Background: an optimization exercise with open tools, aiming at small area and a short achievable clock period. Do not read the settings as production practice.
In this exercise RTL edits were held to simulation tests only and were not proved equivalent to the original.

// fmul
module fmul
  (
   input         clk,
   input         reset,
   input         req,
   input [31:0]  x,
   input [31:0]  y,
   output [31:0] rslt,
   output [4:0]  flag
   );
Size in the first run: ~110 flip-flops, roughly 100 I/O pins, roughly 15000 µm² of cells after synthesis.
export LEC_CHECK = 0
export ABC_AREA = 1
export CAP_MARGIN = 20
export CORE_MARGIN = 2
export CORE_UTILIZATION = 50
export GPL_ROUTABILITY_DRIVEN = 0
export SLEW_MARGIN = 20
create_clock -name core_clock -period 11.0 [get_ports {clk}]
standard.sh (not shown) runs the stock make flow with config.mk's settings and CLKGATE_MAP_FILE= SYNTH_SCRIPT=/design/flow/synth_recipe.tcl, a recipe that flattens the netlist after the stock synthesis.
==> flow/flow/run.sh <==
#!/bin/bash
export SETUP_SLACK_MARGIN=${SETUP_SLACK_MARGIN_OVERRIDE:-6.25}
export BUFFER_PORTS_ARGS="-buffer_cell sky130_fd_sc_hd__buf_1"
bash standard.sh > standard_flow.log 2>&1
==> next run, changes <==
==> flow/flow/run.sh (replaced) <==
#!/bin/bash
export SETUP_SLACK_MARGIN=${SETUP_SLACK_MARGIN_OVERRIDE:-6.5}
bash standard.sh > standard_flow.log 2>&1
- GPL_ROUTABILITY_DRIVEN: 0 -> not set
Outcome: The new run ran to the end with no violations; core utilization climbs by 5.7 points; design area climbs by 10%; setup slack gains 0.067 ns; register-to-register slack gains 0.07 ns; synthesized cell count stays the same; global-route usage climbs by 0.95 points; non-clock buffer count climbs by 36.

* * *

== try-garnet ==
fmul again, from the RTL that the note above started with.
clock: 11.0 ns
lec_check: 0
abc_area: 1
cap_margin: 20
core_margin: 2
core_utilization: 50
slew_margin: 20
==> flow/flow/run.sh <==
#!/bin/bash
set -e
export BUFFER_PORTS_ARGS="-buffer_cell sky130_fd_sc_hd__buf_1"
SETUP_SLACK_MARGIN=5.5 bash standard.sh cts > standard_flow_cts.log 2>&1
SETUP_SLACK_MARGIN=6.25 bash standard.sh finish > standard_flow.log 2>&1
Edits applied to the flow inputs when going from try-garnet to try-quartz:
Settings: CORE_UTILIZATION: 50 -> 60.
==> flow/flow/run.sh <==
#!/bin/bash
export SETUP_SLACK_MARGIN=${SETUP_SLACK_MARGIN_OVERRIDE:-6}
export BUFFER_PORTS_ARGS="-buffer_cell sky130_fd_sc_hd__buf_1"
bash standard.sh > standard_flow.log 2>&1
Findings:
- Register-to-register setup slack, try-quartz and try-garnet, lower one = try-quartz.
- Looking only at number of global-route vias before repair, and setting everything else aside, the higher value of try-quartz and try-garnet goes to try-quartz.
- try-garnet ended up with more cell instances than try-quartz did.
- Maximum cell stage delay along the critical path was higher in try-quartz than in try-garnet.
- Against try-garnet, try-quartz comes in 34 lower on buffer count excluding the clock tree in the final layout.
- There was hardly any difference in non-clock inverter instance count of the final layout between try-garnet and try-quartz.
- Comparing try-quartz and try-garnet, final design instance area without fill is higher on try-garnet.
- The run with more setup slack is try-garnet; try-quartz has less.
## Diff of input files: try-violet against try-quartz
Settings: swapping 60 for 50 in CORE_UTILIZATION.
==> flow/flow/run.sh <==
#!/bin/bash
export SETUP_SLACK_MARGIN=${SETUP_SLACK_MARGIN_OVERRIDE:-5.75}
export BUFFER_PORTS_ARGS="-buffer_cell sky130_fd_sc_hd__buf_1"
bash standard.sh > standard_flow.log 2>&1
Findings:
try-violet reports its critical path class as reg -> reg while try-quartz reports in -> reg. Total vias in the final route on try-violet is ahead of try-quartz. Compared with try-quartz, try-violet shows number of standard cells in the final layout excluding fillers that has gone up slightly. On flip-flop and latch share of the layout cell area, try-quartz and try-violet are basically level. When the final numbers for try-quartz and try-violet were put side by side, the wire length of the first global-routing pass turned out to be smaller in try-quartz. Looking at highest routed metal layer, the met5 result is from try-violet; the met4 one comes from try-quartz. Final worst hold slack was lower in the run labelled try-quartz. Per the comparison of try-violet with try-quartz, wire length reported by the detailed router grew by 1.2%; number of DRC markers in iteration 0 down 342; summed area of non-filler cells in the final layout dropped 150 um2.

* * *

The RTL this note starts from:
==> flow/design.v <==
module fmul
  (
   input         clk,
   input         reset,
   input         req,
   input [31:0]  x,
   input [31:0]  y,
   output [31:0] rslt,
   output [4:0]  flag
   );
   reg [3:0]     st;             
   always @(posedge clk)
     st <= req ? 4'b0001 : {st[2:0], 1'b0};
   wire          xz = (x[30:23] == 8'h00);
   wire          yz = (y[30:23] == 8'h00);
   wire [23:0]   fx = {~xz, x[22:0]};
   wire [23:0]   fy = {~yz, y[22:0]};
   wire [8:0]    grp = req   ? {fx[7:0], 1'b0} :
                       st[0] ? fx[15:7] : fx[23:15];
   reg [3:0]     bneg, bone, btwo, bneh, bonh, btwh;
   reg           xt;             
   integer       k;
   always @(posedge clk) begin
      for (k = 0; k < 4; k = k + 1) begin
         bneg[k] <= grp[2*k+2] & ~(grp[2*k+1] & grp[2*k]);
         bone[k] <= grp[2*k+1] ^ grp[2*k];
         btwo[k] <= (grp[2*k+2] & ~grp[2*k+1] & ~grp[2*k]) | (~grp[2*k+2] & grp[2*k+1] & grp[2*k]);
         bneh[k] <= grp[2*k+2] & ~(grp[2*k+1] & grp[2*k]);
         bonh[k] <= grp[2*k+1] ^ grp[2*k];
         btwh[k] <= (grp[2*k+2] & ~grp[2*k+1] & ~grp[2*k]) | (~grp[2*k+2] & grp[2*k+1] & grp[2*k]);
      end
      xt <= fx[23];
   end
   reg [23:0]    yr;             
   reg [24:0]    hr;             
   reg [23:0]    lr;             
   wire [24:0]   y2 = {yr, 1'b0};
   wire [24:0]   y1 = {1'b0, yr};
   wire [24:0]   pp0 = {((y1[24:12] & {13{bonh[0]}}) | (y2[24:12] & {13{btwh[0]}})) ^ {13{bneh[0]}},
                         ((y1[11:0] & {12{bone[0]}}) | (y2[11:0] & {12{btwo[0]}})) ^ {12{bneg[0]}}};
   wire [24:0]   pp1 = {((y1[24:12] & {13{bonh[1]}}) | (y2[24:12] & {13{btwh[1]}})) ^ {13{bneh[1]}},
                         ((y1[11:0] & {12{bone[1]}}) | (y2[11:0] & {12{btwo[1]}})) ^ {12{bneg[1]}}};
   wire [24:0]   pp2 = {((y1[24:12] & {13{bonh[2]}}) | (y2[24:12] & {13{btwh[2]}})) ^ {13{bneh[2]}},
                         ((y1[11:0] & {12{bone[2]}}) | (y2[11:0] & {12{btwo[2]}})) ^ {12{bneg[2]}}};
   wire [24:0]   pp3 = {((y1[24:12] & {13{bonh[3]}}) | (y2[24:12] & {13{btwh[3]}})) ^ {13{bneh[3]}},
                         ((y1[11:0] & {12{bone[3]}}) | (y2[11:0] & {12{btwo[3]}})) ^ {12{bneg[3]}}};
   wire [32:0]   r0 = {7'b1010101, ~bneg[0], pp0};
   wire [32:0]   r1 = {5'h00, ~bneg[1], pp1, 1'b0, bneg[0]};
   wire [32:0]   r2 = {3'h0, ~bneg[2], pp2, 1'b0, bneg[1], 2'b00};
   wire [32:0]   r3 = {1'b0, ~bneg[3], pp3, 1'b0, bneg[2], 4'h0};
   wire [32:0]   rh = {7'h00, ~hr[24], hr[24], hr[23:0]};
   wire [32:0]   rx = {1'b0, yr & {24{xt & st[2]}}, 1'b0, bneg[3], 6'h00};
   function [65:0] csa(input [32:0] a, input [32:0] b, input [32:0] c);
      csa = {a ^ b ^ c, ((a & b) | (a & c) | (b & c)) << 1};
   endfunction
   wire [32:0]   s1, c1, s2, c2, s3, c3, s4, c4;
   assign {s1, c1} = csa(r0, r1, r2);
   assign {s2, c2} = csa(r3, rh, rx);
   assign {s3, c3} = csa(s1, c1, s2);
   assign {s4, c4} = csa(s3, c3, c2);
   wire [32:0]   ap = s4 ^ c4;
   wire [32:0]   ag = s4 & c4;
   reg [32:0]    pg, pp_;
   integer       l, m, j;
   always @(*) begin
      pg = ag; pp_ = ap;
      for (l = 0; l < 6; l = l + 1)
        for (m = 0; m < 33; m = m + 1)
          if ((m >> l) & 1) begin
             j = ((m >> l) << l) - 1;
             pg[m] = pg[m] | (pp_[m] & pg[j]);
             pp_[m] = pp_[m] & pp_[j];
          end
   end
   wire [32:0]   tot = ap ^ {pg[31:0], 1'b0};
   always @(posedge clk) begin
      lr <= {tot[7:0], lr[23:8]};
      hr <= req ? 25'h0 : tot[32:8];
   end
   function [4:0] lzc24(input [23:0] v);
      integer i;
      begin
         lzc24 = 5'd24;
         for (i = 0; i < 24; i = i + 1)
           if (v[i]) lzc24 = 5'd23 - i;
      end
   endfunction
   reg [9:0]     er;             
   reg [6:0]     qr;             
   reg           cok, nrmok, flush;
   wire [8:0]    sxy = {1'b0, x[30:23]} + {1'b0, y[30:23]};
   wire [9:0]    sxz = {1'b0, er[8:0]} + {9'h000, ~xt} + {9'h000, ~yr[23]};
   wire [4:0]    lz = lzc24(xz ? fx : fy);
   wire [9:0]    sm = sxz - {5'h00, qr[4:0]};                
   wire [9:0]    e_l1 = sm - 10'd127;                       
   wire          e_ge = ~e_l1[9];                           
   wire [5:0]    shv = e_ge ? 6'd23 - {1'b0, qr[4:0]} : 6'd22 - sxz[5:0];   
   wire [49:0]   v0 = {hr[23:0], lr, 2'b00};
   wire [49:0]   v1 = qr[5] ? {32'h0, v0[49:32]} : v0;
   wire          k1 = qr[5] & (|v0[31:0]);
   wire [41:0]   v2 = qr[4] ? {8'h00, v1[49:16]} : v1[41:0];
   wire          k2 = qr[4] & (|v1[15:0]);
   wire [33:0]   v3 = qr[3] ? v2[41:8] : v2[33:0];
   wire          k3 = qr[3] & (|v2[7:0]);
   wire [29:0]   v4 = qr[2] ? v3[33:4] : v3[29:0];
   wire          k4 = qr[2] & (|v3[3:0]);
   wire [27:0]   v5 = qr[1] ? v4[29:2] : v4[27:0];
   wire          k5 = qr[1] & (|v4[1:0]);
   wire [26:0]   w  = qr[0] ? v5[27:1] : v5[26:0];
   wire          k6 = qr[0] & v5[0];
   wire          stk0 = k1 | k2 | k3 | k4 | k5 | k6;
   wire          c = ~w[26];
   wire          sh = c & cok;
   wire [25:0]   nw = sh ? w[25:0] : w[26:1];
   wire          stk = stk0 | (~sh & w[0]);
   wire [22:0]   man = nw[24:2];
   wire          gb = nw[1];
   wire          rb = nw[0];
   wire          rnd = gb & (rb | stk | man[0]);
   wire          inx = gb | rb | stk;
   wire [9:0]    expn = c ? er - 10'd1 : er;     
   wire [7:0]    e8 = nrmok ? expn[7:0] : 8'h00;
   wire          ovf = nrmok & (expn[8:0] >= 9'h0ff);
   wire          xnan = (x[30:23] == 8'hff) & (x[22:0] != 0);
   wire          ynan = (y[30:23] == 8'hff) & (y[22:0] != 0);
   wire          xinf = (x[30:23] == 8'hff) & (x[22:0] == 0);
   wire          yinf = (y[30:23] == 8'hff) & (y[22:0] == 0);
   wire          xsn = xnan & ~x[22];
   wire          ysn = ynan & ~y[22];
   wire          xzero = (x[30:0] == 0);
   wire          yzero = (y[30:0] == 0);
   wire [30:0]   nv = {e8, man};
   wire          all1 = &man;
   wire [30:0]   nr = nv + {30'h0, rnd};
   wire          c23 = rnd & all1;                       
   wire          uf = inx & (e8 == 8'h00) & (~c23 | ~rb);   
   wire          of = c23 & (e8 == 8'hfe);
   reg [31:0]    o_r;
   reg [4:0]     o_f;
   always @(*) begin
      o_r = {x[31] ^ y[31], 31'h0}; o_f = 5'h00;
      if (xnan) begin
         o_r = x | 32'h00400000;
         o_f[4] = xsn | ysn;
      end else if (ynan) begin
         o_r = y | 32'h00400000;
         o_f[4] = ysn;
      end else if ((xinf & yzero) | (yinf & xzero)) begin
         o_r = 32'hffc00000; o_f[4] = 1'b1;
      end else if (xinf | yinf) begin
         o_r[30:0] = 31'h7f800000;
      end else if (xzero | yzero) begin
      end else if (flush) begin
         o_f[1:0] = 2'b11;
      end else if (ovf) begin
         o_r[30:0] = 31'h7f800000; o_f[2] = 1'b1; o_f[0] = 1'b1;
      end else begin
         o_r[30:0] = nr;
         o_f[2:0] = {of, uf, inx};
      end
   end
   always @(posedge clk) begin
      if (req)
        yr <= fy;
      else if (st[3])
        yr <= o_r[23:0];
      if (req)
        er <= {1'b0, sxy};
      else if (st[1])
        er <= sm - 10'd126;
      else if (st[3])
        er <= {2'b00, o_r[31:24]};
      if (st[0])
        qr <= {2'b00, lz};
      else if (st[1])
        qr <= {1'b0, shv};
      else if (st[3])
        qr <= {2'b00, o_f};
      if (st[1]) begin
         cok <= e_ge & (e_l1 != 10'd0);
         nrmok <= e_ge;
         flush <= (sxz[8:0] <= 9'd99);          
      end
   end
   assign rslt = {er[7:0], yr};
   assign flag = qr[4:0];
endmodule
export LEC_CHECK = 0
export ABC_AREA = 1
export CAP_MARGIN = 20
export CORE_MARGIN = 2
export CORE_UTILIZATION = 50
export SLEW_MARGIN = 20
create_clock -name core_clock -period 11.0 [get_ports {clk}]
==> flow/flow/run.sh <==
#!/bin/bash
export SETUP_SLACK_MARGIN=${SETUP_SLACK_MARGIN_OVERRIDE:-6}
bash standard.sh > standard_flow.log 2>&1
Rerun with:
==> flow/flow/run.sh (replaced) <==
#!/bin/bash
export SETUP_SLACK_MARGIN=${SETUP_SLACK_MARGIN_OVERRIDE:-6.5}
bash standard.sh > standard_flow.log 2>&1
Outcome: The changed run ran to the end with no violations; clock-buffer cell count goes down by 1; core utilization went up by 3.2 points.

[separate check: timing with driven ports]
No port has a modelled driver above. Below, the same layouts with a new extraction and two added sets of constraints.
Step 1 sets driving cells, clkbuf_16 on the clock port and buf_2 on the other inputs (assumed; they add their load-dependent delay and slew).
Step 2 times the ports against the registers' clock, not the clock port: input delays grow and output delays shrink by t, the midpoint of the rising clock arrivals with the driver on.
Three values: no drivers, after step 1, after step 2; two values: the first two.
run	t (ns)	setup slack, ns	latest minus earliest clock arrival (ns)	slew at the worst register clock pin (ns)	pins driven straight from the clock port
the first run of note 1	0.421	6.364 / 6.364 / 6.101	0.017 / 0.017	0.09 / 0.09	1
the second run of note 1	0.426	6.430 / 6.430 / 6.123	0.022 / 0.022	0.10 / 0.10	1
try-garnet	0.420	6.381 / 6.381 / 6.021	0.013 / 0.013	0.09 / 0.09	1
try-quartz	0.419	6.229 / 6.219 / 5.800	0.021 / 0.022	0.10 / 0.10	1
try-violet	0.417	6.083 / 6.083 / 5.689	0.016 / 0.016	0.09 / 0.09	1
the first run of note 3	0.438	6.003 / 6.003 / 5.657	0.014 / 0.014	0.08 / 0.08	1
the second run of note 3	0.446	5.990 / 5.990 / 5.990	0.019 / 0.019	0.09 / 0.09	1
After both steps setup and hold are still met in every run listed. The setup slack of try-quartz, which loses most, moves by -0.010 ns with the drivers and by -0.429 ns with both steps.
